From an optimization exercise on the open Yosys and OpenROAD flow, aimed at a short achievable clock period and few clock cycles; shortcuts taken in it are not production practice. RTL that was checked went through simulation tests only; none was proved equivalent to the original. Power and IR drop assume default switching activity.

## cpu
module cpu(clock, reset, instruction, read_data, memory_control, PC, ALU_result, write_data);
clock: 11.0 ns
lec_check: 0
abc_clock_period_in_ps: 3000
cap_margin: 20
core_margin: 2
core_utilization: 40
slew_margin: 20
standard.sh (not shown) runs the stock make flow with config.mk's settings and CLKGATE_MAP_FILE= SYNTH_SCRIPT=/design/flow/synth_recipe.tcl, a recipe that flattens the netlist after the stock synthesis.
==> flow/flow/run.sh <==
#!/bin/bash
# Standard ORFS layout (standard.sh) with a larger setup repair margin, so that
# repair_timing keeps improving paths well past the 11 ns clock.
set -euo pipefail
bash standard.sh SETUP_SLACK_MARGIN=7.5 finish > standard.log 2>&1
Testbench counts at the start, summed over its fixed seeds: cycles 132,933.
Then changed:
--- a/flow/design.v
+++ b/flow/design.v
@@ -322,16 +322,17 @@
     reg [31:0] btb_pc;
     reg [31:0] btb_tgt;
     reg        valid_d;
     reg [31:0] ir_d;
     reg [31:0] pc_d;
     reg        pred_d;
     reg        valid_x;
     reg [31:0] a_x, b_x, sd_x, c_x;
+    reg        fa_x, fb_x, fs_x;
     reg        s_add_x, s_sub_x, s_and_x, s_or_x, s_xor_x, s_slt_x, s_sltu_x;
     reg        s_sll_x, s_srl_x, s_sra_x, s_c_x;
     reg        jalr_x, ld_x, st_x, wen_x;
     reg [2:0]  f3_x;
     reg [4:0]  rd_x;
     reg        r_eq_x, r_ne_x, r_lt_x, r_ge_x, r_ltu_x, r_geu_x, r_all_x;
     reg [31:0] alt_x;
     reg        valid_m;
@@ -427,25 +428,24 @@
             pc_d <= pc_f;
             pred_d <= btb_hit;
         end
     always @(posedge clock, posedge reset)
         if (reset)
             valid_x <= 1'b0;
         else
             valid_x <= valid_d & ~stall & ~ex_redir;
-    wire fa = x1 & use_rs1;
-    wire fb = x2 & (is_op | is_br);
-    wire fs = x2;
-    wire [31:0] res_x;
     always @(posedge clock) begin
-        a_x   <= fa ? res_x : is_auipc ? pc_d : is_lui ? 32'd0 : rv1;
-        b_x   <= fb ? res_x : (is_op | is_br) ? rv2 : is_st ? imm_s : (is_lui | is_auipc) ? imm_u : imm_i;
-        sd_x  <= fs ? res_x : rv2;
+        a_x   <= is_auipc ? pc_d : is_lui ? 32'd0 : rv1;
+        b_x   <= (is_op | is_br) ? rv2 : is_st ? imm_s : (is_lui | is_auipc) ? imm_u : imm_i;
+        sd_x  <= rv2;
         c_x   <= is_lui ? imm_u : pcp4_d;
+        fa_x  <= x1 & use_rs1;
+        fb_x  <= x2 & (is_op | is_br);
+        fs_x  <= x2;
         s_add_x  <= is_ld | is_st | is_auipc | ((is_opi | is_op) & (f3 == 3'b000) & ~(is_op & f7b5));
         s_sub_x  <= is_op & (f3 == 3'b000) & f7b5;
         s_sll_x  <= (is_opi | is_op) & (f3 == 3'b001);
         s_slt_x  <= (is_opi | is_op) & (f3 == 3'b010);
         s_sltu_x <= (is_opi | is_op) & (f3 == 3'b011);
         s_xor_x  <= (is_opi | is_op) & (f3 == 3'b100);
         s_srl_x  <= (is_opi | is_op) & (f3 == 3'b101) & ~f7b5;
         s_sra_x  <= (is_opi | is_op) & (f3 == 3'b101) & f7b5;
@@ -462,28 +462,28 @@
         r_ne_x  <= is_br & ((f3 == 3'b001) & ~pred_taken_d | (f3 == 3'b000) & pred_taken_d);
         r_lt_x  <= is_br & ((f3 == 3'b100) & ~pred_taken_d | (f3 == 3'b101) & pred_taken_d);
         r_ge_x  <= is_br & ((f3 == 3'b101) & ~pred_taken_d | (f3 == 3'b100) & pred_taken_d);
         r_ltu_x <= is_br & ((f3 == 3'b110) & ~pred_taken_d | (f3 == 3'b111) & pred_taken_d);
         r_geu_x <= is_br & ((f3 == 3'b111) & ~pred_taken_d | (f3 == 3'b110) & pred_taken_d);
         r_all_x <= pred_taken_d & ~is_br & ~is_jal;
         alt_x <= pred_taken_d ? pcp4_d : id_tgt;
     end
-    wire [31:0] A  = a_x;
-    wire [31:0] B  = b_x;
-    wire [31:0] SD = sd_x;
+    wire [31:0] A  = fa_x ? res_m : a_x;
+    wire [31:0] B  = fb_x ? res_m : b_x;
+    wire [31:0] SD = fs_x ? res_m : sd_x;
     wire [31:0] sum = A + B;
     wire [31:0] dif = A - B;
     wire ltu = A < B;
     wire lts = $signed(A) < $signed(B);
     wire eq  = (A == B);
     wire [31:0] sll = A << B[4:0];
     wire [31:0] srl = A >> B[4:0];
     wire [31:0] sra = $signed(A) >>> B[4:0];
-    assign res_x =
+    wire [31:0] res_x =
         ({32{s_add_x}}  & sum) |
         ({32{s_sub_x}}  & dif) |
         ({32{s_and_x}}  & (A & B)) |
         ({32{s_or_x}}   & (A | B)) |
         ({32{s_xor_x}}  & (A ^ B)) |
         ({32{s_slt_x}}  & {31'd0, lts}) |
         ({32{s_sltu_x}} & {31'd0, ltu}) |
         ({32{s_sll_x}}  & sll) |
What happened: First-iteration DRC count shrinks by 5.8%. Synthesized cell count grows by 1.1%. Sequential power shrinks by about 1%. Setup slack is worse by 0.46 ns. Wire length shrinks by 1.2%. Cell area grows by 1.8%. Count of clock-buffer cells in the layout shrinks by 10. Die area grows by 0.56%.
The RTL of the second run of this note was laid out without a check of its function.

-- re-timing with driven ports --
Ports are ideal in the flow. The routed layouts listed here were re-timed in OpenROAD. Step 1 (the two cells are an assumption about what drives the block):
set clk [get_ports {clock}]
set_driving_cell -lib_cell sky130_fd_sc_hd__clkbuf_16 $clk
set_driving_cell -lib_cell sky130_fd_sc_hd__buf_2 [delete_from_list [all_inputs] $clk]
Step 2 times the ports against the registers' clock, not the clock port: input delays grow and output delays shrink by t, the midpoint of the rising clock arrivals with the driver on. Slacks: no drivers / after step 1 / after step 2; pairs: no drivers / after step 1.
| run | shift t [ns] | slack for setup (ns) | hold WS [ns] | worst setup path after step 2 | clock arrival spread, ns |
|---|---|---|---|---|---|
| the first run | 0.890 | 7.292 / 7.286 / 6.656 | 0.324 / 0.324 / 0.324 | input to register | 0.045 / 0.044 |
| the second run | 0.891 | 6.831 / 6.831 / 6.652 | 0.325 / 0.325 / 0.325 | input to register | 0.040 / 0.040 |
After both steps every run listed still meets setup and hold. The setup slack of the first run, which loses most, moves by -0.006 ns with the drivers and by -0.636 ns with both steps.
